Source: an optimization exercise on an open RTL-to-GDS flow (aim: a short achievable clock period and few clock cycles). Production flows keep margins and buffers that such runs may drop.
Only simulation tests tie the RTL to the original design; equivalence was not proved.
Power figures rest on the tool's default switching activity, not on a simulated workload.

==> flow/design.v <==
module ALU(
    input  logic [7:0] reg_1,
    input  logic [7:0] reg_2,
    input  logic [2:0] op,
    output logic [7:0] out
);
    always_comb begin
        case (op)
            3'd0: out = reg_1 + reg_2;
            3'd1: out = reg_1 - reg_2;
            3'd2: out = reg_1 & reg_2;
            3'd3: out = reg_1 | reg_2;
            3'd4: out = {7'd0, reg_1 < reg_2};
            3'd5: out = reg_1 ^ reg_2;
            3'd6: out = reg_1 << reg_2[2:0];
            default: out = reg_1 >> reg_2[2:0];
        endcase
    end
endmodule
module reg_file (
    input  logic       clk,
    input  logic       reset,
    input  logic       we,
    input  logic [2:0] RS, RT, RD,
    input  logic [7:0] RD_data,
    output logic [7:0] RS_data, RT_data
);
    logic [7:0] file [1:7];
    always_ff @(posedge clk) begin
        for (int i = 1; i < 8; i++) begin
            if (reset) file[i] <= 8'd0;
            else if (we && RD == i[2:0]) file[i] <= RD_data;
        end
    end
    assign RS_data = (RS == 3'd0) ? 8'd0 : file[RS];
    assign RT_data = (RT == 3'd0) ? 8'd0 : file[RT];
endmodule
module core #(
    parameter logic [7:0] pc_start = 8'd0,
    parameter int WBD = 8,            
    parameter int WBW = 3,            
    parameter int NDC = 8,            
    parameter int DPW = 3             
) (
    input  logic        clk,
    input  logic        reset,
    input  logic [63:0][31:0] cw,
    input  logic [63:0][3:0]  cv,
    input  logic [63:0][3:0]  mn,
    input  logic [63:0]       comp,
    input  logic [63:0]       jmpw,
    input  logic [63:0]       comp_n, jmpw_n,
    output logic [5:0]  lwa,
    input  logic [31:0] lw,
    input  logic [3:0]  lwv,
    input  logic        port_rd,
    input  logic [8:0]  port_addr,
    input  logic [7:0]  port_data,
    input  logic        nx_rd,
    input  logic [8:0]  nx_a,
    output logic [5:0]  fa,
    output logic        wq_v,
    output logic [8:0]  wq_a,
    output logic        hd_v,
    output logic [8:0]  hd_a,
    output logic [7:0]  hd_d,
    output logic        dr_urg,       
    input  logic        pop
);
    localparam logic [5:0] O_ALU = 6'd0, O_JMP = 6'd2, O_JEQ = 6'd4, O_ALUI = 6'd8,
                           O_LOAD = 6'd32, O_STORE = 6'd40;
    logic [7:0]  fpc;          
    logic [5:0]  fa_r;         
    logic [63:0] fsel;         
    logic [1:0]  uph;          
    logic [31:0] tmp, tmp2;
    logic        fq_v;
    logic [31:0] fq;
    logic [7:0]  fq_pc;
    logic        fq_rd;        
    logic        e_v, e_alu, e_jeq, e_pt, e_ld, e_st, e_we;
    logic [2:0]  e_cur, e_wa;
    logic [7:0]  e_a, e_b, e_tgt;
    logic [8:0]  e_ad;
    logic [31:0] e_ldw;
    logic [3:0]  e_ldv;
    logic [NDC-1:0] e_dhv;     
    logic        fe_r, fd_r, tk_r;
    logic [2:0]  aop;
    function automatic logic [63:0] onehot(input logic [5:0] w);
        onehot = 64'd1 << w;
    endfunction
    logic [7:0] y;
    ALU alu(.reg_1(e_a), .reg_2(e_b), .op(e_cur), .out(y));
    logic [WBD-1:0][16:0] wb;
    logic [WBD-1:0]       wbv;
    logic [WBW-1:0]       wh, wt;
    logic [WBW:0]         wn;
    wire wb_full = (wn == WBD);
    assign hd_v = (wn != 0);
    assign hd_a = wb[wh][16:8];
    assign hd_d = wb[wh][7:0];
    logic [WBD-1:0] wbm;
    always_comb for (int i = 0; i < WBD; i++) wbm[i] = wbv[i] && (wb[i][16:8] == e_ad);
    wire wb_hit = |wbm;
    logic [NDC-1:0]       dv;
    logic [NDC-1:0][8:0]  dt;
    logic [NDC-1:0][7:0]  dd;
    logic [DPW-1:0]       dptr;
    wire dhit = |e_dhv;
    logic [7:0] dhd;
    always_comb begin
        dhd = 8'd0;
        for (int i = 0; i < NDC; i++) dhd = dhd | (dd[i] & {8{e_dhv[i]}});
    end
    wire       fwd = tk_r ? fd_r : fe_r;      
    wire       ld_code = !e_ad[8];
    wire [7:0] lcb = e_ldw[31 - 8 * e_ad[1:0] -: 8];
    wire       lcv = e_ldv[e_ad[1:0]];
    wire       ld_ready = (ld_code ? lcv : dhit) || fwd;
    wire [7:0] ldd = ld_code ? (lcv ? lcb : port_data) : (dhit ? dhd : port_data);
    wire st_ok  = !wb_full;
    wire stall  = e_v && ((e_ld && !ld_ready) || (e_st && !st_ok));
    wire e_done = e_v && !stall;
    wire taken  = e_v && e_jeq && !e_pt && (e_a == e_b);
    wire [7:0] e_res = e_ld ? ldd : y;
    wire st_en  = e_v && e_st && st_ok;
    wire ld_fill = e_v && e_ld && !ld_code && !dhit && fwd;
    wire d_alloc = (st_en && !dhit) || ld_fill;
    wire [5:0] op  = fq[31:26];
    wire [2:0] rs  = fq[23:21];
    wire [2:0] rt  = fq[18:16];
    wire [2:0] rd  = fq[13:11];
    wire [5:0] fn  = fq[5:0];
    wire [7:0] imm = fq[7:0];
    wire [8:0] ad  = fq[8:0];
    logic [7:0] A0, B0;
    reg_file register_file(
        .clk(clk), .reset(reset), .we(e_v && e_we),
        .RS(rs), .RT(rt), .RD(e_wa),
        .RD_data(e_res), .RS_data(A0), .RT_data(B0)
    );
    wire [7:0] A = (e_v && e_we && e_wa == rs) ? e_res : A0;
    wire [7:0] B = (e_v && e_we && e_wa == rt) ? e_res : B0;
    logic       fk;
    logic [2:0] fcode;
    always_comb begin
        fk = 1'b1;
        case (fn)
            6'd32: fcode = 3'd0;
            6'd34: fcode = 3'd1;
            6'd36: fcode = 3'd2;
            6'd37: fcode = 3'd3;
            6'd42: fcode = 3'd4;
            6'd38: fcode = 3'd5;
            6'd4:  fcode = 3'd6;
            6'd7:  fcode = 3'd7;
            default: begin fcode = 3'd0; fk = 1'b0; end
        endcase
    end
    wire d_alu  = (op == O_ALU);
    wire [2:0] aop_n = (e_v && e_alu) ? e_cur : (e_v && e_jeq) ? 3'd5 : aop;
    wire d_alui = (op == O_ALUI);
    wire d_ld   = (op == O_LOAD) && (rt != 3'd0);     
    wire [2:0] d_wa = d_alu ? rd : rt;
    wire d_same  = (op == O_JEQ) && (rs == rt);
    wire d_redir = fq_v && d_same && !fq_rd;
    wire [7:0] d_tgt = fq_pc + imm;
    logic [NDC-1:0] d_dhv;
    always_comb for (int i = 0; i < NDC; i++)
        d_dhv[i] = (d_alloc && dptr == i[DPW-1:0]) ? (e_ad == ad) : (dv[i] && dt[i] == ad);
    assign lwa = ad[7:2];
    assign fa = fa_r;
    wire [5:0]  fb = fa_r + 6'd1;
    wire [63:0] fsb = {fsel[62:0], fsel[63]};
    wire [63:0] fsb2 = {fsel[61:0], fsel[63:62]};
    logic        jq_v;
    logic [7:0]  jq_t;
    logic        fd_v;
    logic [7:0]  fd_t;
    logic [63:0] fd_sel;
    logic        fcq, fjq;
    logic [31:0] fw;
    logic [7:0]  nb3, n2b3;
    logic [3:0]  fvv, nvv, fmn, nmn;
    logic        fcomp, fjmp, njmp, n2jmp;
    always_comb begin
        fw = '0; nb3 = '0; n2b3 = '0; fvv = '0; nvv = '0; fmn = '0; nmn = '0;
        fcomp = 1'b0; fjmp = 1'b0; njmp = 1'b0; n2jmp = 1'b0;
        for (int w = 0; w < 64; w++) begin
            fw    = fw    | (cw[w] & {32{fsel[w]}});
            fvv   = fvv   | (cv[w] & {4{fsel[w]}});
            fmn   = fmn   | (mn[w] & {4{fsel[w]}});
            fcomp = fcomp | (comp[w] & fsel[w]);
            fjmp  = fjmp  | (jmpw[w] & fsel[w]);
            nb3   = nb3   | (cw[w][7:0] & {8{fsb[w]}});
            nvv   = nvv   | (cv[w] & {4{fsb[w]}});
            nmn   = nmn   | (mn[w] & {4{fsb[w]}});
            njmp  = njmp  | (jmpw[w] & fsb[w]);
            n2b3  = n2b3  | (cw[w][7:0] & {8{fsb2[w]}});
            n2jmp = n2jmp | (jmpw[w] & fsb2[w]);
        end
    end
    wire [1:0]  o = fpc[1:0];
    wire        aligned = (o == 2'd0);
    wire [63:0] cat = {tmp, tmp2};
    logic [31:0] uword;
    always_comb begin
        case (o)
            2'd1:    uword = cat[55:24];
            2'd2:    uword = cat[47:16];
            default: uword = cat[39:8];
        endcase
    end
    wire [3:0] lo_mask = (o == 2'd1) ? 4'b0001 : (o == 2'd2) ? 4'b0011 : (o == 2'd3) ? 4'b0111 : 4'b0000;
    wire       u_ready = &(fvv | lo_mask) && &(nvv | ~lo_mask);
    wire e_take  = !e_v || e_done;
    wire d_take  = fq_v && e_take;
    wire fq_free = !fq_v || d_take;
    wire a_go   = aligned && (uph == 2'd0) && fcq;        
    wire u_go   = (uph == 2'd2);                          
    wire f_jmp  = !jq_v && ((a_go && fjq) || (u_go && uword[31:26] == O_JMP));
    wire [7:0] f_jt = u_go ? uword[7:0] : fw[7:0];
    wire f_out  = !jq_v && (a_go || u_go) && !f_jmp && fq_free && !d_redir;
    wire [31:0] fword = u_go ? uword : fw;
    wire fold   = aligned && fd_v;
    wire u_adv  = !jq_v && !aligned && uph == 2'd0 && u_ready;
    wire f_jump = taken || d_redir || jq_v || (f_out && !u_go && fold);
    wire f_seq  = !f_jump && ((f_out && !u_go) || (!f_out && !f_jmp && u_adv));
    always_ff @(posedge clk) begin
        if (reset) begin
            fpc   <= pc_start;
            fa_r  <= pc_start[7:2];
            fsel  <= onehot(pc_start[7:2]);
            jq_v  <= 1'b0;
            fd_v  <= 1'b0;
            fcq   <= 1'b0;
            fjq   <= 1'b0;
            uph   <= 2'd0;
            fq_v  <= 1'b0;
            e_v   <= 1'b0;
            tk_r  <= 1'b0;
            fe_r  <= 1'b0;
            fd_r  <= 1'b0;
            aop   <= 3'd0;
            wh    <= '0;
            wt    <= '0;
            wn    <= '0;
            wbv   <= '0;
            dv    <= '0;
            dptr  <= '0;
        end else begin
            if (e_v && e_alu) aop <= e_cur;
            if (e_v && e_jeq) aop <= 3'd5;
            if (st_en) begin
                wb[wt] <= {e_ad, e_b};
                wt <= wt + 1'b1;
            end
            if (pop) wh <= wh + 1'b1;
            for (int i = 0; i < WBD; i++) begin
                if (st_en && wt == i[WBW-1:0]) wbv[i] <= 1'b1;
                else if (pop && wh == i[WBW-1:0]) wbv[i] <= 1'b0;
            end
            wn <= wn + st_en - pop;
            if (st_en && dhit) begin
                for (int i = 0; i < NDC; i++) if (e_dhv[i]) dd[i] <= e_b;
            end
            if (d_alloc) begin
                dv[dptr] <= 1'b1;
                dt[dptr] <= e_ad;
                dd[dptr] <= st_en ? e_b : port_data;
                dptr <= dptr + 1'b1;
            end
            tk_r <= d_take;
            fe_r <= nx_rd && (nx_a == e_ad);
            fd_r <= nx_rd && (nx_a == ad);
            if (d_take) begin
                e_v    <= !taken;
                e_alu  <= d_alu;
                e_jeq  <= (op == O_JEQ);
                e_pt   <= d_same;
                e_ld   <= d_ld;
                e_st   <= (op == O_STORE);
                e_we   <= (d_alu || d_alui || d_ld) && (d_wa != 3'd0);
                e_cur  <= (d_alu && fk) ? fcode : aop_n;
                e_wa   <= d_wa;
                e_a    <= A;
                e_b    <= d_alui ? imm : B;
                e_ad   <= ad;
                e_tgt  <= d_tgt;
                e_ldw  <= lw;
                e_ldv  <= lwv;
                e_dhv  <= d_dhv;
            end else if (e_done || taken) e_v <= 1'b0;
            if (taken) fq_v <= 1'b0;
            else if (f_out) begin
                fq_v  <= 1'b1;
                fq    <= fword;
                fq_pc <= fpc;
                fq_rd <= 1'b0;
            end else begin
                if (d_take) fq_v <= 1'b0;
                if (d_redir) fq_rd <= 1'b1;
            end
            jq_v <= !taken && !d_redir && f_jmp;
            jq_t <= f_jt;
            fd_v <= !f_jump && (f_seq ? n2jmp : njmp);
            if (taken) begin
                fcq <= |(comp_n & onehot(e_tgt[7:2]));
                fjq <= |(jmpw_n & onehot(e_tgt[7:2]));
            end else if (d_redir) begin
                fcq <= |(comp_n & onehot(d_tgt[7:2]));
                fjq <= |(jmpw_n & onehot(d_tgt[7:2]));
            end else if (jq_v) begin
                fcq <= 1'b0;
                fjq <= 1'b0;
            end else if (f_out && !u_go && fold) begin
                fcq <= |(comp_n & fd_sel);
                fjq <= |(jmpw_n & fd_sel);
            end else if (f_seq) begin
                fcq <= |(comp_n & fsb);
                fjq <= |(jmpw_n & fsb);
            end else begin
                fcq <= |(comp_n & fsel);
                fjq <= |(jmpw_n & fsel);
            end
            fd_t <= f_seq ? n2b3 : nb3;
            fd_sel <= onehot(f_seq ? n2b3[7:2] : nb3[7:2]);
            if (taken) begin
                fpc  <= e_tgt;
                fa_r <= e_tgt[7:2];
                fsel <= onehot(e_tgt[7:2]);
                uph  <= 2'd0;
            end else if (d_redir) begin
                fpc  <= d_tgt;
                fa_r <= d_tgt[7:2];
                fsel <= onehot(d_tgt[7:2]);
                uph  <= 2'd0;
            end else if (jq_v) begin
                fpc  <= jq_t;
                fa_r <= jq_t[7:2];
                fsel <= onehot(jq_t[7:2]);
                uph  <= 2'd0;
            end else if (f_jmp) begin
                uph  <= 2'd0;
            end else if (f_out) begin
                uph <= 2'd0;
                if (u_go) begin
                    fpc <= fpc + 8'd4;           
                end else if (fold) begin
                    fpc  <= fd_t;
                    fa_r <= fd_t[7:2];
                    fsel <= fd_sel;
                end else begin
                    fpc  <= fpc + 8'd4;
                    fa_r <= fb;
                    fsel <= fsb;
                end
            end else if (u_adv) begin
                tmp  <= fw;
                uph  <= 2'd1;
                fa_r <= fb;
                fsel <= fsb;
            end else if (uph == 2'd1) begin
                tmp2 <= fw;
                uph  <= 2'd2;
            end
        end
    end
    wire       xa_p = port_rd && !port_addr[8] && (port_addr[7:2] == fa_r);
    wire       xb_p = port_rd && !port_addr[8] && (port_addr[7:2] == fb);
    wire       xa_w = wq_v && !wq_a[8] && (wq_a[7:2] == fa_r);
    wire       xb_w = wq_v && !wq_a[8] && (wq_a[7:2] == fb);
    wire [3:0] ea = (xa_p ? (4'b0001 << port_addr[1:0]) : 4'b0000) | (xa_w ? (4'b0001 << wq_a[1:0]) : 4'b0000);
    wire [3:0] eb = (xb_p ? (4'b0001 << port_addr[1:0]) : 4'b0000) | (xb_w ? (4'b0001 << wq_a[1:0]) : 4'b0000);
    function automatic logic [2:0] pick(input logic [3:0] m);
        if (m[0])      pick = 3'b100;
        else if (m[3]) pick = 3'b111;
        else if (m[1]) pick = 3'b101;
        else if (m[2]) pick = 3'b110;
        else           pick = 3'b000;
    endfunction
    wire [3:0] m0 = (aligned ? fmn : (~lo_mask & ~fvv)) & ~ea;
    wire [3:0] m1 = (aligned ? nmn : (lo_mask & ~nvv)) & ~eb;
    wire [2:0] p0 = pick(m0);
    wire [2:0] p1 = pick(m1);
    wire ld_pend = wq_v && (wq_a == e_ad);
    wire ld_miss = e_v && e_ld && !fwd && !ld_pend &&
                   (ld_code ? !lcv : (!dhit && !wb_hit));
    always_ff @(posedge clk) begin
        if (reset) begin
            wq_v <= 1'b0;
            wq_a <= 9'd0;
            dr_urg <= 1'b0;
        end else begin
            dr_urg <= e_v && ((e_st && wb_full) || (e_ld && !ld_code && !dhit && wb_hit));
            wq_v <= 1'b0;
            if (ld_miss) begin
                wq_v <= 1'b1;
                wq_a <= e_ad;
            end else if (uph == 2'd0 && p0[2]) begin
                wq_v <= 1'b1;
                wq_a <= {1'b0, fa_r, p0[1:0]};
            end else if (uph == 2'd0 && p1[2] && (!aligned || !fjmp)) begin
                wq_v <= 1'b1;
                wq_a <= {1'b0, fb, p1[1:0]};
            end
        end
    end
endmodule
module bus #(
    parameter int SD = 16             
) (
    input  logic        clk,
    input  logic        reset,
    output logic [63:0][31:0] cw,     
    output logic [63:0][3:0]  cv,     
    output logic [63:0][3:0]  mn,     
    output logic [63:0]       comp,   
    output logic [63:0]       jmpw,   
    output logic [63:0]       comp_n, jmpw_n,    
    input  logic [5:0]  lwa0, lwa1,
    output logic [31:0] lw0, lw1,
    output logic [3:0]  lwv0, lwv1,
    input  logic [5:0]  fa0, fa1,
    input  logic        wq_v0, wq_v1,
    input  logic [8:0]  wq_a0, wq_a1,
    input  logic        hd_v0, dr0, hd_v1, dr1,
    input  logic [8:0]  hd_a0, hd_a1,
    input  logic [7:0]  hd_d0, hd_d1,
    output logic        pop0, pop1,
    output logic        nx_rd,
    output logic [8:0]  nx_a,
    output logic        port_rd,
    output logic [8:0]  RAM_address,
    output logic [7:0]  RAM_data_in,
    input  logic [7:0]  RAM_data_out,
    output logic        rw
);
    localparam logic [5:0] O_JMP = 6'd2, O_JEQ = 6'd4, O_ALUI = 6'd8;
    logic [255:0][7:0] cb;
    logic [255:0]      cvb;
    logic [63:0]       isj, no2;      
    logic [15:0] fh, fl;
    always_ff @(posedge clk) begin
        for (int i = 0; i < 256; i++) begin
            if (reset) cvb[i] <= 1'b0;
            else if (fh[i / 16] && fl[i % 16]) cvb[i] <= 1'b1;
            if (fh[i / 16] && fl[i % 16]) cb[i] <= RAM_data_out;
        end
        for (int w = 0; w < 64; w++) begin
            if (fh[w / 4] && fl[(w % 4) * 4]) begin
                isj[w] <= (RAM_data_out[7:2] == O_JMP);
                no2[w] <= (RAM_data_out[7:2] == O_JEQ) || (RAM_data_out[7:2] == O_ALUI);
            end
        end
    end
    genvar g;
    generate
        for (g = 0; g < 64; g++) begin : gw
            wire [3:0] nd = !cvb[4*g] ? 4'b1111 : isj[g] ? 4'b1001 : no2[g] ? 4'b1011 : 4'b1111;
            assign cw[g] = {cb[4*g], cb[4*g+1], cb[4*g+2], cb[4*g+3]};
            assign cv[g] = {cvb[4*g+3], cvb[4*g+2], cvb[4*g+1], cvb[4*g]};
            assign mn[g] = nd & ~cv[g];
            wire [3:0] fnow = {fh[g / 4] && fl[(g % 4) * 4 + 3], fh[g / 4] && fl[(g % 4) * 4 + 2],
                               fh[g / 4] && fl[(g % 4) * 4 + 1], fh[g / 4] && fl[(g % 4) * 4]};
            wire [3:0] cvn  = cv[g] | fnow;
            wire       isjn = fnow[0] ? (RAM_data_out[7:2] == O_JMP) : isj[g];
            wire       no2n = fnow[0] ? ((RAM_data_out[7:2] == O_JEQ) || (RAM_data_out[7:2] == O_ALUI)) : no2[g];
            wire [3:0] ndn  = !cvn[0] ? 4'b1111 : isjn ? 4'b1001 : no2n ? 4'b1011 : 4'b1111;
            assign comp_n[g] = ((ndn & ~cvn) == 4'b0000);
            assign jmpw_n[g] = cvn[0] && cvn[3] && isjn;
            always_ff @(posedge clk) begin
                if (reset) begin
                    comp[g] <= 1'b0;
                    jmpw[g] <= 1'b0;
                end else begin
                    comp[g] <= comp_n[g];
                    jmpw[g] <= jmpw_n[g];
                end
            end
        end
    endgenerate
    assign lw0 = cw[lwa0];  assign lwv0 = cv[lwa0];
    assign lw1 = cw[lwa1];  assign lwv1 = cv[lwa1];
    logic       s0v, s1v, bgv;
    logic [7:0] s0a, s1a, bga;
    logic [5:0] s0p, s1p, sp, fa0q, fa1q;
    function automatic logic [3:0] excl(input logic [5:0] w, input logic pv, input logic [8:0] pa,
                                        input logic qv, input logic [7:0] qa);
        excl = ((pv && !pa[8] && pa[7:2] == w) ? (4'b0001 << pa[1:0]) : 4'b0000) |
               ((qv && qa[7:2] == w) ? (4'b0001 << qa[1:0]) : 4'b0000);
    endfunction
    function automatic logic [1:0] first(input logic [3:0] m);
        first = m[0] ? 2'd0 : m[1] ? 2'd1 : m[2] ? 2'd2 : 2'd3;
    endfunction
    wire [5:0] d0s = s0p - fa0;
    wire [5:0] d1s = s1p - fa1;
    wire [5:0] j0  = fa0 - fa0q;
    wire [5:0] j1  = fa1 - fa1q;
    wire s0in = (d0s >= 6'd1) && (d0s <= SD);
    wire s1in = (d1s >= 6'd1) && (d1s <= SD);
    wire s0bh = (d0s < 6'd1) || (d0s > 6'd48) || (j0 > SD && j0 <= 6'd32);
    wire s1bh = (d1s < 6'd1) || (d1s > 6'd48) || (j1 > SD && j1 <= 6'd32);
    wire [3:0] s0m = ~cv[s0p] & ~excl(s0p, port_rd, RAM_address, s0v, s0a);
    wire [3:0] s1m = ~cv[s1p] & ~excl(s1p, port_rd, RAM_address, s1v, s1a);
    wire [3:0] spm = ~cv[sp]  & ~excl(sp,  port_rd, RAM_address, bgv, bga);
    logic s0c, s1c, spc, s0mv, s1mv, spmv;
    always_ff @(posedge clk) begin
        if (reset) begin
            s0p <= 6'd1; s1p <= 6'd2; sp <= 6'd0;
            fa0q <= 6'd0; fa1q <= 6'd1;
            s0v <= 1'b0; s1v <= 1'b0; bgv <= 1'b0;
            s0a <= 8'd0; s1a <= 8'd0; bga <= 8'd0;
            s0c <= 1'b0; s1c <= 1'b0; spc <= 1'b0;
            s0mv <= 1'b0; s1mv <= 1'b0; spmv <= 1'b0;
        end else begin
            fa0q <= fa0;
            fa1q <= fa1;
            s0mv <= 1'b0;
            s1mv <= 1'b0;
            spmv <= 1'b0;
            if (s0bh) begin s0p <= fa0 + 6'd1; s0mv <= 1'b1; end
            else if (s0in && s0c && !s0mv) begin s0p <= s0p + 6'd1; s0mv <= 1'b1; end
            if (s1bh) begin s1p <= fa1 + 6'd1; s1mv <= 1'b1; end
            else if (s1in && s1c && !s1mv) begin s1p <= s1p + 6'd1; s1mv <= 1'b1; end
            if (spc && !spmv) begin sp <= sp + 6'd1; spmv <= 1'b1; end
            s0c <= !(|s0m);
            s1c <= !(|s1m);
            spc <= !(|spm);
            s0v <= !s0bh && s0in && (|s0m);
            s0a <= {s0p, first(s0m)};
            s1v <= !s1bh && s1in && (|s1m);
            s1a <= {s1p, first(s1m)};
            bgv <= |spm;
            bga <= {sp, first(spm)};
        end
    end
    logic [2:0] wt0, wt1;
    logic       rr;
    wire r0 = wq_v0 || dr0;
    wire r1 = wq_v1 || dr1;
    wire pri = (&wt0) ? 1'b0 : 1'b1;
    logic       sel_v, sel_w, sel_c;
    logic [8:0] sel_a;
    logic [7:0] sel_d;
    always_comb begin
        sel_v = 1'b1;
        sel_w = 1'b0;
        sel_c = 1'b0;
        sel_a = {1'b0, bga};
        sel_d = 8'd0;
        if (r0 || r1) begin
            sel_c = (r0 && r1) ? pri : r1;
            sel_w = sel_c ? dr1 : dr0;
            if (sel_w) begin
                sel_a = sel_c ? hd_a1 : hd_a0;
                sel_d = sel_c ? hd_d1 : hd_d0;
            end else begin
                sel_a = sel_c ? wq_a1 : wq_a0;
            end
        end else if (s1v) begin
            sel_a = {1'b0, s1a};
        end else if (hd_v0 || hd_v1) begin
            sel_w = 1'b1;
            sel_c = (hd_v0 && hd_v1) ? rr : hd_v1;
            sel_a = sel_c ? hd_a1 : hd_a0;
            sel_d = sel_c ? hd_d1 : hd_d0;
        end else if (s0v) begin
            sel_a = {1'b0, s0a};
        end else if (!bgv) begin
            sel_v = 1'b0;
        end
    end
    assign pop0  = sel_v && sel_w && !sel_c;
    assign pop1  = sel_v && sel_w && sel_c;
    assign nx_rd = sel_v && !sel_w;
    assign nx_a  = sel_a;
    always_ff @(posedge clk) begin
        if (reset) begin
            rr <= 1'b0;
            wt0 <= 3'd0;
            wt1 <= 3'd0;
            port_rd <= 1'b0;
            rw <= 1'b0;
            RAM_address <= 9'd0;
            RAM_data_in <= 8'd0;
            fh <= 16'd0;
            fl <= 16'd0;
        end else begin
            wt0 <= (r0 && !(sel_v && !sel_c)) ? wt0 + 3'd1 : 3'd0;
            wt1 <= (r1 && !(sel_v && sel_c)) ? wt1 + 3'd1 : 3'd0;
            if (sel_w) rr <= !sel_c;
            rw <= sel_v && sel_w;
            port_rd <= sel_v && !sel_w;
            fh <= (sel_v && !sel_w && !sel_a[8]) ? (16'd1 << sel_a[7:4]) : 16'd0;
            fl <= 16'd1 << sel_a[3:0];
            if (sel_v) begin
                RAM_address <= sel_a;
                RAM_data_in <= sel_d;
            end
        end
    end
endmodule
`timescale 1ns/1ps
module top(
    input clk,
    input rst,
    output [8:0] RAM_address,
    output [7:0] RAM_data_in,
    input  [7:0] RAM_data_out,
    output RAM_rw
);
    wire [63:0][31:0] cw;
    wire [63:0][3:0]  cv, mn;
    wire [63:0]       comp, jmpw, comp_n, jmpw_n;
    wire [5:0]  lwa0, lwa1, fa0, fa1;
    wire [31:0] lw0, lw1;
    wire [3:0]  lwv0, lwv1;
    wire        wq_v0, wq_v1;
    wire [8:0]  wq_a0, wq_a1;
    wire        hd_v0, dr0, hd_v1, dr1, pop0, pop1;
    wire [8:0]  hd_a0, hd_a1;
    wire [7:0]  hd_d0, hd_d1;
    wire        port_rd, nx_rd;
    wire [8:0]  nx_a;
    core #(.pc_start(8'd0)) core0 (
        .clk(clk), .reset(rst),
        .cw(cw), .cv(cv), .mn(mn), .comp(comp), .jmpw(jmpw), .comp_n(comp_n), .jmpw_n(jmpw_n),
        .lwa(lwa0), .lw(lw0), .lwv(lwv0),
        .port_rd(port_rd), .port_addr(RAM_address), .port_data(RAM_data_out),
        .nx_rd(nx_rd), .nx_a(nx_a), .fa(fa0),
        .wq_v(wq_v0), .wq_a(wq_a0),
        .hd_v(hd_v0), .hd_a(hd_a0), .hd_d(hd_d0), .dr_urg(dr0), .pop(pop0)
    );
    core #(.pc_start(8'd4)) core1 (
        .clk(clk), .reset(rst),
        .cw(cw), .cv(cv), .mn(mn), .comp(comp), .jmpw(jmpw), .comp_n(comp_n), .jmpw_n(jmpw_n),
        .lwa(lwa1), .lw(lw1), .lwv(lwv1),
        .port_rd(port_rd), .port_addr(RAM_address), .port_data(RAM_data_out),
        .nx_rd(nx_rd), .nx_a(nx_a), .fa(fa1),
        .wq_v(wq_v1), .wq_a(wq_a1),
        .hd_v(hd_v1), .hd_a(hd_a1), .hd_d(hd_d1), .dr_urg(dr1), .pop(pop1)
    );
    bus system_bus (
        .clk(clk), .reset(rst),
        .cw(cw), .cv(cv), .mn(mn), .comp(comp), .jmpw(jmpw), .comp_n(comp_n), .jmpw_n(jmpw_n),
        .lwa0(lwa0), .lwa1(lwa1), .lw0(lw0), .lw1(lw1), .lwv0(lwv0), .lwv1(lwv1),
        .fa0(fa0), .fa1(fa1),
        .wq_v0(wq_v0), .wq_v1(wq_v1), .wq_a0(wq_a0), .wq_a1(wq_a1),
        .hd_v0(hd_v0), .dr0(dr0), .hd_v1(hd_v1), .dr1(dr1),
        .hd_a0(hd_a0), .hd_a1(hd_a1), .hd_d0(hd_d0), .hd_d1(hd_d1),
        .pop0(pop0), .pop1(pop1),
        .nx_rd(nx_rd), .nx_a(nx_a),
        .port_rd(port_rd),
        .RAM_address(RAM_address), .RAM_data_in(RAM_data_in),
        .RAM_data_out(RAM_data_out), .rw(RAM_rw)
    );
endmodule
==> flow/run.sh <==
#!/bin/bash
# synth_recipe.tcl (not shown) runs the flow's synth.tcl, then flattens the netlist and writes it again
# the make line also repeats each setting of config.mk as NAME=value (left out here)
make -C /OpenROAD-flow-scripts/flow DESIGN_CONFIG=/design/flow/config.mk WORK_HOME=/design/flow/orfs CLKGATE_MAP_FILE= SYNTH_SCRIPT=/design/flow/synth_recipe.tcl finish
==> flow/config.mk <==
export PLATFORM = sky130hd
export DESIGN_NAME = top
export DESIGN_NICKNAME = top
export VERILOG_FILES = /design/flow/design.v
export SDC_FILE = /design/flow/constraint.sdc
export NUM_CORES = 4
export LEC_CHECK = 0
export ABC_CLOCK_PERIOD_IN_PS = 2500
export CAP_MARGIN = 20
export CORE_MARGIN = 2
export CORE_UTILIZATION = 50
export SETUP_SLACK_MARGIN = 2.0
export SLEW_MARGIN = 20
export TNS_END_PERCENT = 5
==> flow/constraint.sdc <==
create_clock -name core_clock -period 5.0 [get_ports {clk}]
set_input_delay 1.0000 -clock core_clock [delete_from_list [all_inputs] [get_ports {clk}]]
set_output_delay 1.0000 -clock core_clock [all_outputs]
set_load 0.01 [all_outputs]
==> flow_summary.toml, run 1 <==
[floorplan]
pin_count = 28
die_w_um = 726
rows = 265
fp.dieH_um = 726
start_util_pct = 50.2

[logic_synthesis]
synth_edf_count = 3088
synth_largest_area_cell = "edfxtp_1"
ys_types = 98
ys.flop_type = "edfxtp_1"
ys_seq_elements = 4030
synth_top_area_share_pct = 35.5
mappedNetlistArea_um2 = 261000
yosysSeqAreaShare_pct = 42.8
synth_top_cells_by_count = "edfxtp_1 (3,088), a22o_1 (2,004), mux4_2 (1,884)"
postSynthNetCount = 22800
syn_inst = 22600
synth.avg_cell_area_um2 = 11.5
synth_area_leaders = "edfxtp_1 (36%), mux4_2 (16%), dfxtp_1 (7.2%), a22o_1 (6.7%), a221oi_1 (6.2%)"
async_flop_share_pct = 0
yosysWarnings = 22
synth_most_common_cell = "edfxtp_1"

[outcome]
lastStage = "global routing"
status = "stopped before the end"
tool.error = "[ERROR GRT-0116] Global routing finished with congestion. Check the congestion regions in the DRC Viewer."

[place]
place_ws_ns = -0.459
dpl.cell_count = 29900
dp_hpwl_um = 1510000
numPortBuffers = 27
gp_congestion = 1.40
place_area_um2 = 286000

[global_route]
grt_start_max_net_pins = 146
grt_usage_pct = 89.4
grt_pass1_wl_um = 3250000
grt_overflow_total = 1637
grt_pass1_vias = 319000

[clock_tree]
cts.sinks = 4030
ctsHoldBuffers = 0
cts-root-buf = "clkbuf_16"
numCtsBuffers = 432
cts_buffer_depth = 4
cts_max_level = 5
-- routing by layer --
metal	GRT overflow	global-route usage, %
met5	42	71.5
met1	130	90.1
met2	610	95.9
met4	630	86.0
met3	225	84.4
-- stage by stage --
step | TNS [ns] | hold WS, ns
4_1_cts | 0 | 0.285
2_1_floorplan | 0 | 0.408
3_5_place_dp | -3.30 | 0.433
3_3_place_gp | -60.18 | 0.417
-- worst min path at each step --
stage | from | end | slack [ns] | depth (start not counted)
after floorplan | system_bus.wt0[0]$_SDFF_PP0_ | system_bus.wt0[0]$_SDFF_PP0_ | 0.41 | 1
after CTS | RAM_data_out[2] | system_bus.cb[1706]$_DFFE_PP_ | 0.29 | 2
after detailed placement | system_bus.wt0[0]$_SDFF_PP0_ | system_bus.wt0[0]$_SDFF_PP0_ | 0.43 | 1
after global placement | system_bus.wt0[0]$_SDFF_PP0_ | system_bus.wt0[0]$_SDFF_PP0_ | 0.42 | 1
-- cell families after synthesis --
group	count (synthesis)	synth area share (%)
AO/OA/AOI/OAI	7520	22.4
flip-flops	4030	42.8
adder cells (fa/ha/maj)	178	0.888
buffers and inverters	2890	4.19
XOR/XNOR	541	1.83
AND/OR/NAND/NOR	5083	9.58
multiplexers	2399	18.4
-- power by group through the flow --
stage | Combinational [mW] | Sequential, mW | Clock, mW
2_1_floorplan | 1.45 | 37.1 | 0
3_3_place_gp | 2.88 | 37.4 | 0
3_5_place_dp | 2.92 | 37.4 | 0
4_1_cts | 2.97 | 36.7 | 34.6
-- repair_timing --
item | 4_1_cts
endpoints found under the hold margin | 0
pin swaps | 117
endpoints found under the setup margin | 1466
cloned | 18
gates resized for setup | 586
setup buffers | 245
Testbench counts, summed over its fixed seeds: cycles 21,706.
==> run 2, diff against run 1 <==
--- a/flow/design.v
+++ b/flow/design.v
@@ -49,7 +49,6 @@
     input  logic [63:0][3:0]  mn,
     input  logic [63:0]       comp,
     input  logic [63:0]       jmpw,
-    input  logic [63:0]       comp_n, jmpw_n,
     output logic [5:0]  lwa,
     input  logic [31:0] lw,
     input  logic [3:0]  lwv,
@@ -173,20 +172,13 @@
     assign fa = fa_r;
     wire [5:0]  fb = fa_r + 6'd1;
     wire [63:0] fsb = {fsel[62:0], fsel[63]};
-    wire [63:0] fsb2 = {fsel[61:0], fsel[63:62]};
-    logic        jq_v;
-    logic [7:0]  jq_t;
-    logic        fd_v;
-    logic [7:0]  fd_t;
-    logic [63:0] fd_sel;
-    logic        fcq, fjq;
     logic [31:0] fw;
-    logic [7:0]  nb3, n2b3;
+    logic [7:0]  nb3;
     logic [3:0]  fvv, nvv, fmn, nmn;
-    logic        fcomp, fjmp, njmp, n2jmp;
+    logic        fcomp, fjmp, njmp;
     always_comb begin
-        fw = '0; nb3 = '0; n2b3 = '0; fvv = '0; nvv = '0; fmn = '0; nmn = '0;
-        fcomp = 1'b0; fjmp = 1'b0; njmp = 1'b0; n2jmp = 1'b0;
+        fw = '0; nb3 = '0; fvv = '0; nvv = '0; fmn = '0; nmn = '0;
+        fcomp = 1'b0; fjmp = 1'b0; njmp = 1'b0;
         for (int w = 0; w < 64; w++) begin
             fw    = fw    | (cw[w] & {32{fsel[w]}});
             fvv   = fvv   | (cv[w] & {4{fsel[w]}});
@@ -197,8 +189,6 @@
             nvv   = nvv   | (cv[w] & {4{fsb[w]}});
             nmn   = nmn   | (mn[w] & {4{fsb[w]}});
             njmp  = njmp  | (jmpw[w] & fsb[w]);
-            n2b3  = n2b3  | (cw[w][7:0] & {8{fsb2[w]}});
-            n2jmp = n2jmp | (jmpw[w] & fsb2[w]);
         end
     end
     wire [1:0]  o = fpc[1:0];
@@ -217,25 +207,17 @@
     wire e_take  = !e_v || e_done;
     wire d_take  = fq_v && e_take;
     wire fq_free = !fq_v || d_take;
-    wire a_go   = aligned && (uph == 2'd0) && fcq;        
+    wire a_go   = aligned && (uph == 2'd0) && fcomp;      
     wire u_go   = (uph == 2'd2);                          
-    wire f_jmp  = !jq_v && ((a_go && fjq) || (u_go && uword[31:26] == O_JMP));
+    wire f_jmp  = (a_go && fjmp) || (u_go && uword[31:26] == O_JMP);
     wire [7:0] f_jt = u_go ? uword[7:0] : fw[7:0];
-    wire f_out  = !jq_v && (a_go || u_go) && !f_jmp && fq_free && !d_redir;
-    wire [31:0] fword = u_go ? uword : fw;
-    wire fold   = aligned && fd_v;
-    wire u_adv  = !jq_v && !aligned && uph == 2'd0 && u_ready;
-    wire f_jump = taken || d_redir || jq_v || (f_out && !u_go && fold);
-    wire f_seq  = !f_jump && ((f_out && !u_go) || (!f_out && !f_jmp && u_adv));
+    wire f_out  = (a_go || u_go) && !f_jmp && fq_free && !d_redir;
+    wire fold   = aligned && njmp;
     always_ff @(posedge clk) begin
         if (reset) begin
             fpc   <= pc_start;
             fa_r  <= pc_start[7:2];
             fsel  <= onehot(pc_start[7:2]);
-            jq_v  <= 1'b0;
-            fd_v  <= 1'b0;
-            fcq   <= 1'b0;
-            fjq   <= 1'b0;
             uph   <= 2'd0;
             fq_v  <= 1'b0;
             e_v   <= 1'b0;
@@ -295,37 +277,13 @@
             if (taken) fq_v <= 1'b0;
             else if (f_out) begin
                 fq_v  <= 1'b1;
-                fq    <= fword;
+                fq    <= u_go ? uword : fw;
                 fq_pc <= fpc;
                 fq_rd <= 1'b0;
             end else begin
                 if (d_take) fq_v <= 1'b0;
                 if (d_redir) fq_rd <= 1'b1;
             end
-            jq_v <= !taken && !d_redir && f_jmp;
-            jq_t <= f_jt;
-            fd_v <= !f_jump && (f_seq ? n2jmp : njmp);
-            if (taken) begin
-                fcq <= |(comp_n & onehot(e_tgt[7:2]));
-                fjq <= |(jmpw_n & onehot(e_tgt[7:2]));
-            end else if (d_redir) begin
-                fcq <= |(comp_n & onehot(d_tgt[7:2]));
-                fjq <= |(jmpw_n & onehot(d_tgt[7:2]));
-            end else if (jq_v) begin
-                fcq <= 1'b0;
-                fjq <= 1'b0;
-            end else if (f_out && !u_go && fold) begin
-                fcq <= |(comp_n & fd_sel);
-                fjq <= |(jmpw_n & fd_sel);
-            end else if (f_seq) begin
-                fcq <= |(comp_n & fsb);
-                fjq <= |(jmpw_n & fsb);
-            end else begin
-                fcq <= |(comp_n & fsel);
-                fjq <= |(jmpw_n & fsel);
-            end
-            fd_t <= f_seq ? n2b3 : nb3;
-            fd_sel <= onehot(f_seq ? n2b3[7:2] : nb3[7:2]);
             if (taken) begin
                 fpc  <= e_tgt;
                 fa_r <= e_tgt[7:2];
@@ -336,27 +294,25 @@
                 fa_r <= d_tgt[7:2];
                 fsel <= onehot(d_tgt[7:2]);
                 uph  <= 2'd0;
-            end else if (jq_v) begin
-                fpc  <= jq_t;
-                fa_r <= jq_t[7:2];
-                fsel <= onehot(jq_t[7:2]);
-                uph  <= 2'd0;
             end else if (f_jmp) begin
+                fpc  <= f_jt;
+                fa_r <= f_jt[7:2];
+                fsel <= onehot(f_jt[7:2]);
                 uph  <= 2'd0;
             end else if (f_out) begin
                 uph <= 2'd0;
                 if (u_go) begin
                     fpc <= fpc + 8'd4;           
                 end else if (fold) begin
-                    fpc  <= fd_t;
-                    fa_r <= fd_t[7:2];
-                    fsel <= fd_sel;
+                    fpc  <= nb3;
+                    fa_r <= nb3[7:2];
+                    fsel <= onehot(nb3[7:2]);
                 end else begin
                     fpc  <= fpc + 8'd4;
                     fa_r <= fb;
                     fsel <= fsb;
                 end
-            end else if (u_adv) begin
+            end else if (!aligned && uph == 2'd0 && u_ready) begin
                 tmp  <= fw;
                 uph  <= 2'd1;
                 fa_r <= fb;
@@ -418,7 +374,6 @@
     output logic [63:0][3:0]  mn,     
     output logic [63:0]       comp,   
     output logic [63:0]       jmpw,   
-    output logic [63:0]       comp_n, jmpw_n,    
     input  logic [5:0]  lwa0, lwa1,
     output logic [31:0] lw0, lw1,
     output logic [3:0]  lwv0, lwv1,
@@ -468,15 +423,13 @@
             wire       isjn = fnow[0] ? (RAM_data_out[7:2] == O_JMP) : isj[g];
             wire       no2n = fnow[0] ? ((RAM_data_out[7:2] == O_JEQ) || (RAM_data_out[7:2] == O_ALUI)) : no2[g];
             wire [3:0] ndn  = !cvn[0] ? 4'b1111 : isjn ? 4'b1001 : no2n ? 4'b1011 : 4'b1111;
-            assign comp_n[g] = ((ndn & ~cvn) == 4'b0000);
-            assign jmpw_n[g] = cvn[0] && cvn[3] && isjn;
             always_ff @(posedge clk) begin
                 if (reset) begin
                     comp[g] <= 1'b0;
                     jmpw[g] <= 1'b0;
                 end else begin
-                    comp[g] <= comp_n[g];
-                    jmpw[g] <= jmpw_n[g];
+                    comp[g] <= ((ndn & ~cvn) == 4'b0000);
+                    jmpw[g] <= cvn[0] && cvn[3] && isjn;
                 end
             end
         end
@@ -613,7 +566,7 @@
 );
     wire [63:0][31:0] cw;
     wire [63:0][3:0]  cv, mn;
-    wire [63:0]       comp, jmpw, comp_n, jmpw_n;
+    wire [63:0]       comp, jmpw;
     wire [5:0]  lwa0, lwa1, fa0, fa1;
     wire [31:0] lw0, lw1;
     wire [3:0]  lwv0, lwv1;
@@ -626,7 +579,7 @@
     wire [8:0]  nx_a;
     core #(.pc_start(8'd0)) core0 (
         .clk(clk), .reset(rst),
-        .cw(cw), .cv(cv), .mn(mn), .comp(comp), .jmpw(jmpw), .comp_n(comp_n), .jmpw_n(jmpw_n),
+        .cw(cw), .cv(cv), .mn(mn), .comp(comp), .jmpw(jmpw),
         .lwa(lwa0), .lw(lw0), .lwv(lwv0),
         .port_rd(port_rd), .port_addr(RAM_address), .port_data(RAM_data_out),
         .nx_rd(nx_rd), .nx_a(nx_a), .fa(fa0),
@@ -635,7 +588,7 @@
     );
     core #(.pc_start(8'd4)) core1 (
         .clk(clk), .reset(rst),
-        .cw(cw), .cv(cv), .mn(mn), .comp(comp), .jmpw(jmpw), .comp_n(comp_n), .jmpw_n(jmpw_n),
+        .cw(cw), .cv(cv), .mn(mn), .comp(comp), .jmpw(jmpw),
         .lwa(lwa1), .lw(lw1), .lwv(lwv1),
         .port_rd(port_rd), .port_addr(RAM_address), .port_data(RAM_data_out),
         .nx_rd(nx_rd), .nx_a(nx_a), .fa(fa1),
@@ -644,7 +597,7 @@
     );
     bus system_bus (
         .clk(clk), .reset(rst),
-        .cw(cw), .cv(cv), .mn(mn), .comp(comp), .jmpw(jmpw), .comp_n(comp_n), .jmpw_n(jmpw_n),
+        .cw(cw), .cv(cv), .mn(mn), .comp(comp), .jmpw(jmpw),
         .lwa0(lwa0), .lwa1(lwa1), .lw0(lw0), .lw1(lw1), .lwv0(lwv0), .lwv1(lwv1),
         .fa0(fa0), .fa1(fa1),
         .wq_v0(wq_v0), .wq_v1(wq_v1), .wq_a0(wq_a0), .wq_a1(wq_a1),
==> flow_summary.toml, run 2 <==
[logic_synthesis]
ys.flop_type = "edfxtp_1"
ys_seq_elements = 3926
synth_simple_gate_area_share_pct = 8.05
synth_top_area_share_pct = 36.7
synthMuxAreaShare_pct = 19.7
synth_xor_area_share_pct = 2.03
syn_inst = 19500
ys_types = 115
synth_top_family_by_area = "compound AO/OA/AOI/OAI gates"
synth_fa_ha_area_share_pct = 0.956
synth_edf_count = 2928
yosysSeqAreaShare_pct = 45.0
postSynthNetCount = 19700
mappedNetlistArea_um2 = 240000
synth_most_common_cell = "edfxtp_1"
synth_largest_area_cell = "edfxtp_1"
async_flop_share_pct = 0
yosysWarnings = 22
synth.avg_cell_area_um2 = 12.3
synth_top_cells_by_count = "edfxtp_1 (2,928), mux4_2 (1,880), a22o_1 (1,775)"
synth-compound-area-share_pct = 20.1
synth_area_leaders = "edfxtp_1 (37%), mux4_2 (18%), dfxtp_1 (8.3%), a22o_1 (6.5%), a221oi_1 (5.9%)"

[outcome]
status = "stopped before the end"
tool.error = "[ERROR GRT-0116] Global routing finished with congestion. Check the congestion regions in the DRC Viewer."
lastStage = "global routing"

[clock_tree]
cts.sinks = 3926
cts-root-buf = "clkbuf_16"
cts_buffer_depth = 4
ctsHoldBuffers = 0
cts_max_level = 5
numCtsBuffers = 425

[place]
dpl.cell_count = 25800
gp_congestion = 1.29
dp_hpwl_um = 1320000
numPortBuffers = 27

[floorplan]
die_w_um = 697
pin_count = 28
fp.dieH_um = 697
start_util_pct = 50.1
rows = 254

[global_route]
grt_usage_pct = 87.8
grt_overflow_total = 1236
grt_pass1_wl_um = 2900000
grt_pass1_vias = 283000
grt_start_max_net_pins = 173
run 2: cell count changes after synthesis, sizes merged, moves of 139 or more:
cell	delta
a21oi	-388
a221oi	-213
a22o	-229
a22oi	-415
clkbuf	-512
edfxtp	-160
nand2	-229
nand4	-139
nor2	-490
o21a	+174
run 2: repair_timing:
| action | CTS |
|---|---|
| resized for setup | 886 |
| buffers inserted | 650 |
| setup endpoints to repair | 1567 |
| pin swaps | 179 |
| gates cloned | 13 |
run 2: worst max-delay path by stage:
stage               depth (start not counted)                         end                         from
detailed placement                         16  core0.wq_a[2]$_SDFFE_PP0P_    core0.fpc[0]$_SDFFE_PP0P_
global placement                           12  core1.fsel[6]$_SDFFE_PP0P_  core1.fsel[42]$_SDFFE_PP0P_
CTS                                        16  core0.wq_a[3]$_SDFFE_PP0P_    core0.fpc[0]$_SDFFE_PP0P_
floorplan                                   5    core1.e_cur[0]$_DFFE_PP_                          rst
run 2: per-layer routing:
layer  GRT overflow  global-route usage (%)
met1            127                    88.8
met2            521                    95.2
met4            396                    83.0
met3            169                    82.4
met5             23                    64.9
run 2: power groups by stage:
stage | combinational (mW) | clock [mW] | sequential (mW)
after floorplan | 2.05 | 0 | 36.1
after global placement | 4.15 | 0 | 36.4
after detailed placement | 4.24 | 0 | 36.5
after CTS | 4.69 | 34.2 | 35.7
run 2: stage by stage:
stage	instance area, µm²	worst slack, ns	TNS (ns)	hold WS (ns)
after CTS	284000	0.820	0	0.212
after detailed placement	258000	0.0733	0	0.438
after global placement	258000	-0.672	-17.68	0.417
after floorplan	240000	0.720	0	0.407
run 2: cells by family after synthesis:
logic type	count (synthesis)
fa+ha+maj	176
compound gates	6109
buf+inv	2529
mux	2343
xor+xnor	550
flops	3926
simple gates	3841
Testbench counts of run 2, summed over its fixed seeds: cycles 21,463.
==> run 3, diff against run 2 <==
--- a/flow/design.v
+++ b/flow/design.v
@@ -70,7 +70,6 @@
                            O_LOAD = 6'd32, O_STORE = 6'd40;
     logic [7:0]  fpc;          
     logic [5:0]  fa_r;         
-    logic [63:0] fsel;         
     logic [1:0]  uph;          
     logic [31:0] tmp, tmp2;
     logic        fq_v;
@@ -86,9 +85,6 @@
     logic [NDC-1:0] e_dhv;     
     logic        fe_r, fd_r, tk_r;
     logic [2:0]  aop;
-    function automatic logic [63:0] onehot(input logic [5:0] w);
-        onehot = 64'd1 << w;
-    endfunction
     logic [7:0] y;
     ALU alu(.reg_1(e_a), .reg_2(e_b), .op(e_cur), .out(y));
     logic [WBD-1:0][16:0] wb;
@@ -171,26 +167,19 @@
     assign lwa = ad[7:2];
     assign fa = fa_r;
     wire [5:0]  fb = fa_r + 6'd1;
-    wire [63:0] fsb = {fsel[62:0], fsel[63]};
     logic [31:0] fw;
     logic [7:0]  nb3;
     logic [3:0]  fvv, nvv, fmn, nmn;
     logic        fcomp, fjmp, njmp;
-    always_comb begin
-        fw = '0; nb3 = '0; fvv = '0; nvv = '0; fmn = '0; nmn = '0;
-        fcomp = 1'b0; fjmp = 1'b0; njmp = 1'b0;
-        for (int w = 0; w < 64; w++) begin
-            fw    = fw    | (cw[w] & {32{fsel[w]}});
-            fvv   = fvv   | (cv[w] & {4{fsel[w]}});
-            fmn   = fmn   | (mn[w] & {4{fsel[w]}});
-            fcomp = fcomp | (comp[w] & fsel[w]);
-            fjmp  = fjmp  | (jmpw[w] & fsel[w]);
-            nb3   = nb3   | (cw[w][7:0] & {8{fsb[w]}});
-            nvv   = nvv   | (cv[w] & {4{fsb[w]}});
-            nmn   = nmn   | (mn[w] & {4{fsb[w]}});
-            njmp  = njmp  | (jmpw[w] & fsb[w]);
-        end
-    end
+    assign fw    = cw[fa_r];
+    assign fvv   = cv[fa_r];
+    assign fmn   = mn[fa_r];
+    assign fcomp = comp[fa_r];
+    assign fjmp  = jmpw[fa_r];
+    assign nb3   = cw[fb][7:0];
+    assign nvv   = cv[fb];
+    assign nmn   = mn[fb];
+    assign njmp  = jmpw[fb];
     wire [1:0]  o = fpc[1:0];
     wire        aligned = (o == 2'd0);
     wire [63:0] cat = {tmp, tmp2};
@@ -217,7 +206,6 @@
         if (reset) begin
             fpc   <= pc_start;
             fa_r  <= pc_start[7:2];
-            fsel  <= onehot(pc_start[7:2]);
             uph   <= 2'd0;
             fq_v  <= 1'b0;
             e_v   <= 1'b0;
@@ -287,17 +275,14 @@
             if (taken) begin
                 fpc  <= e_tgt;
                 fa_r <= e_tgt[7:2];
-                fsel <= onehot(e_tgt[7:2]);
                 uph  <= 2'd0;
             end else if (d_redir) begin
                 fpc  <= d_tgt;
                 fa_r <= d_tgt[7:2];
-                fsel <= onehot(d_tgt[7:2]);
                 uph  <= 2'd0;
             end else if (f_jmp) begin
                 fpc  <= f_jt;
                 fa_r <= f_jt[7:2];
-                fsel <= onehot(f_jt[7:2]);
                 uph  <= 2'd0;
             end else if (f_out) begin
                 uph <= 2'd0;
@@ -306,17 +291,14 @@
                 end else if (fold) begin
                     fpc  <= nb3;
                     fa_r <= nb3[7:2];
-                    fsel <= onehot(nb3[7:2]);
                 end else begin
                     fpc  <= fpc + 8'd4;
                     fa_r <= fb;
-                    fsel <= fsb;
                 end
             end else if (!aligned && uph == 2'd0 && u_ready) begin
                 tmp  <= fw;
                 uph  <= 2'd1;
                 fa_r <= fb;
-                fsel <= fsb;
             end else if (uph == 2'd1) begin
                 tmp2 <= fw;
                 uph  <= 2'd2;
==> flow_summary.toml, run 3 <==
[outcome]
status = "finished clean"

[drt]
viasPerCell = 7.90
vias = 191000
wl_um = 1230000
drc_errors = 0
drt_iter0_markers = 34800
routedWlPerCell_um = 50.7
firstDrtPassIters = 9
postRouteAntennaNets = 0

[setup_path]
crit_type = "flip-flop to flip-flop"
slowest_delay_ns = 0.62
crit_chain = "buf_12, buf_16, buf_16, mux4_2, mux4_2, o22ai_4, o32ai_2, buf_6, o21a_1, or4_4, nor3b_4, buf_12, buf_6"
worstPathArrival_ns = 5.01
crit_family = "multiplexers"
crit_fanout = 7
endpoint_kind = "flip-flop"
cp.buffers_inverters = 6
cp_slowest_cell = "mux4_2"
startpoint_type = "flip-flop"
critPathRequiredTime_ns = 5.75

[logic_synthesis]
async_flop_share_pct = 0
yosysSeqAreaShare_pct = 42.6
synth.avg_cell_area_um2 = 14.7
synth_area_leaders = "edfxtp_1 (36%), mux4_2 (35%), dfxtp_1 (7.0%), nand2_1 (1.7%), clkbuf_1 (1.6%)"
synth_xor_area_share_pct = 1.93
synth_largest_area_cell = "edfxtp_1"
postSynthNetCount = 16900
synth-compound-area-share_pct = 6.99
mappedNetlistArea_um2 = 247000
synthMuxAreaShare_pct = 37.8
synth_simple_gate_area_share_pct = 6.22
syn_inst = 16800
ys_seq_elements = 3798
ys.flop_type = "edfxtp_1"
synth_fa_ha_area_share_pct = 0.928
synth_edf_count = 2928
synth_most_common_cell = "mux4_2"
synth_top_cells_by_count = "mux4_2 (3,883), edfxtp_1 (2,928), nand2_1 (1,140)"
synth_top_family_by_area = "multiplexers"
yosysWarnings = 22
synth_top_area_share_pct = 35.6
ys_types = 109

[clock_tree]
clk_pin_slew_ns = 0.07
cts-root-buf = "clkbuf_16"
insertion_delay_ns = 1.13
cts.sinks = 3798
cts_tree = "yes"
cts_buffer_depth = 4
ctsHoldBuffers = 0
numCtsBuffers = 430
cts_max_level = 5

[timing]
fmax_mhz = 234
rsz0062_at_grt = "yes"
report.final.slew_viol_count = 0
tightest_slew_ns = 1.38
relSlewSlack_pct = 7.48
finalHoldViolations = 0
min_period_over_period_pct = 85.3
fin_crit_ns = 4.27
timing.hold.ws_ns = 0.330
setup_viol = 0
fin_skew_ns = 0.106

[power]
p_leak_nw = 94.6
peakVddDrop_v = 0.000372
pwr_density_cell_nw_per_um2 = 256

[floorplan]
dieArea_um2 = 500000
die_w_um = 707
coreArea_um2 = 493000
pin_count = 28
rows = 258
start_util_pct = 50.1
fp.dieH_um = 707

[global_route]
grt_overflow_total = 0
grt_start_max_net_pins = 138
grt_usage_pct = 48.0
antenna_found_initial = 167
grt_pass1_wl_um = 1610000
grt_pass1_vias = 176000

[cells_and_area]
drive_gt1_share_pct = 39.4
area_growth_pct = 14.6
fin_area_um2 = 283000
mostFrequentLayoutCell = "mux4_2"
mostFrequentLayoutCells = "mux4_2 (3,883), edfxtp_1 (2,928), buf_4 (1,168)"
final_cells = 24200
largest_reg_flops = 2048
finish.utilization_pct = 57.5
reg_top3 = "system_bus.cb x2048, system_bus.cvb x256"
top_register = "system_bus.cb"
fin_nets = 17300
nFillCells = 38600

[place]
place_area_um2 = 260000
numPortBuffers = 27
dpl.cell_count = 22800
dp_hpwl_um = 835000
gp_congestion = 1.12

[run]
maxCapViolCount = 0

[hold_path]
hold_path_class = "primary input to flip-flop"
==> run 3: final cells by class <==
class | instances | area [µm²] | share of cell area, %
multi-input combinational | 11000 | 135000 | 47.8
sequential | 3798 | 105000 | 37.2
timing repair buffer | 1617 | 17900 | 6.33
clock buffer | 552 | 11700 | 4.14
tap | 6500 | 8130 | 2.87
clock inverter | 260 | 2930 | 1.04
inverter | 263 | 1050 | 0.370
antenna | 227 | 568 | 0.201
==> run 3: layer usage <==
layer	vias to the layer above	wire length [µm]	global-route usage, %
met5	-	1740	1.59
met4	102	114000	34.5
met3	3957	204000	23.5
met2	17500	491000	63.8
met1	98800	415000	60.5
li1	70600	-	-
==> run 3: path summary, 6_finish.rpt <==
path | depth (start not counted) | slack [ns] | to | from
setup reg to reg | 13 | 0.73 | core1.tmp2[27]$_DFFE_PP_ | core1.fa_r[0]$_SDFFE_PP1P_
hold reg to reg | 1 | 0.43 | system_bus.wt0[0]$_SDFF_PP0_ | system_bus.wt0[0]$_SDFF_PP0_
hold / removal | 2 | 0.33 | core1.wt[1]$_SDFFE_PP0P_ | rst
setup / recovery | 13 | 0.73 | core1.tmp2[27]$_DFFE_PP_ | core1.fa_r[0]$_SDFFE_PP1P_
==> run 3: cell families after synthesis <==
| family | after synthesis |
|---|---|
| xor+xnor | 542 |
| buf+inv | 2003 |
| fa+ha+maj | 176 |
| simple gates | 3324 |
| compound gates | 2464 |
| mux | 4450 |
| flops | 3798 |
==> run 3: repair_timing <==
action | in CTS | in global routing
resized for setup | 271 | 360
pin swaps | 36 | 84
setup buffers | 97 | 188
cloned | 44 | 41
endpoints found under the setup margin | 1323 | 1706
==> run 3: worst register-to-register path, stage by stage, from the launching register on <==
cell and delay, ns:
dfxtp_4 0.42, buf_12 0.17, buf_16 0.20, buf_16 0.21, mux4_2 0.63, mux4_2 0.51
o22ai_4 0.21, o32ai_2 0.15, buf_6 0.19, o21a_1 0.21, or4_4 0.55, nor3b_4 0.24
buf_12 0.15, buf_6 0.13
==> run 3: power by group <==
| group | internal (mW) | switching, mW | leakage [nW] |
|---|---|---|---|
| clock network | 18.8 | 14.6 | 7.13 |
| registers | 34.2 | 0.506 | 33.5 |
| logic | 1.38 | 2.94 | 54.0 |
==> run 3: stage by stage <==
stage	power (mW)	TNS [ns]	worst slack [ns]
after floorplan	37.1	0	0.555
after global placement	39.2	-0.296	-0.117
after detailed placement	39.2	-0.0103	-0.0103
after CTS	72.0	0	0.895
after global routing	73.6	0	0.503
final	72.4	0	0.734
Testbench counts of run 3, summed over its fixed seeds: cycles 21,463.

separate check: timing with driven ports:
The results above use ideal ports. As a check the final layout listed here was re-extracted and re-timed, cells and wires unchanged.
Step 1 sets driving cells, clkbuf_16 on the clock port and buf_2 on the other inputs (assumed; they add their load-dependent delay and slew).
Step 2 adds t to the input delays and takes it off the output delays; t is the mean of the earliest and latest rising clock arrival at the registers after step 1. Input paths then give back, and output paths get back, about the clock's delay inside the block.
Slacks: ideal ports / drivers / drivers and shift; pairs: ideal ports / drivers.
run: run 3
t (ns): 1.215
setup WS [ns]: 0.734 / 0.734 / 0.734
worst setup path after step 2: register to register
After both steps setup and hold are still met in run 3. The setup slack of run 3 moves by 0.000 ns with the drivers and by 0.000 ns with both steps.
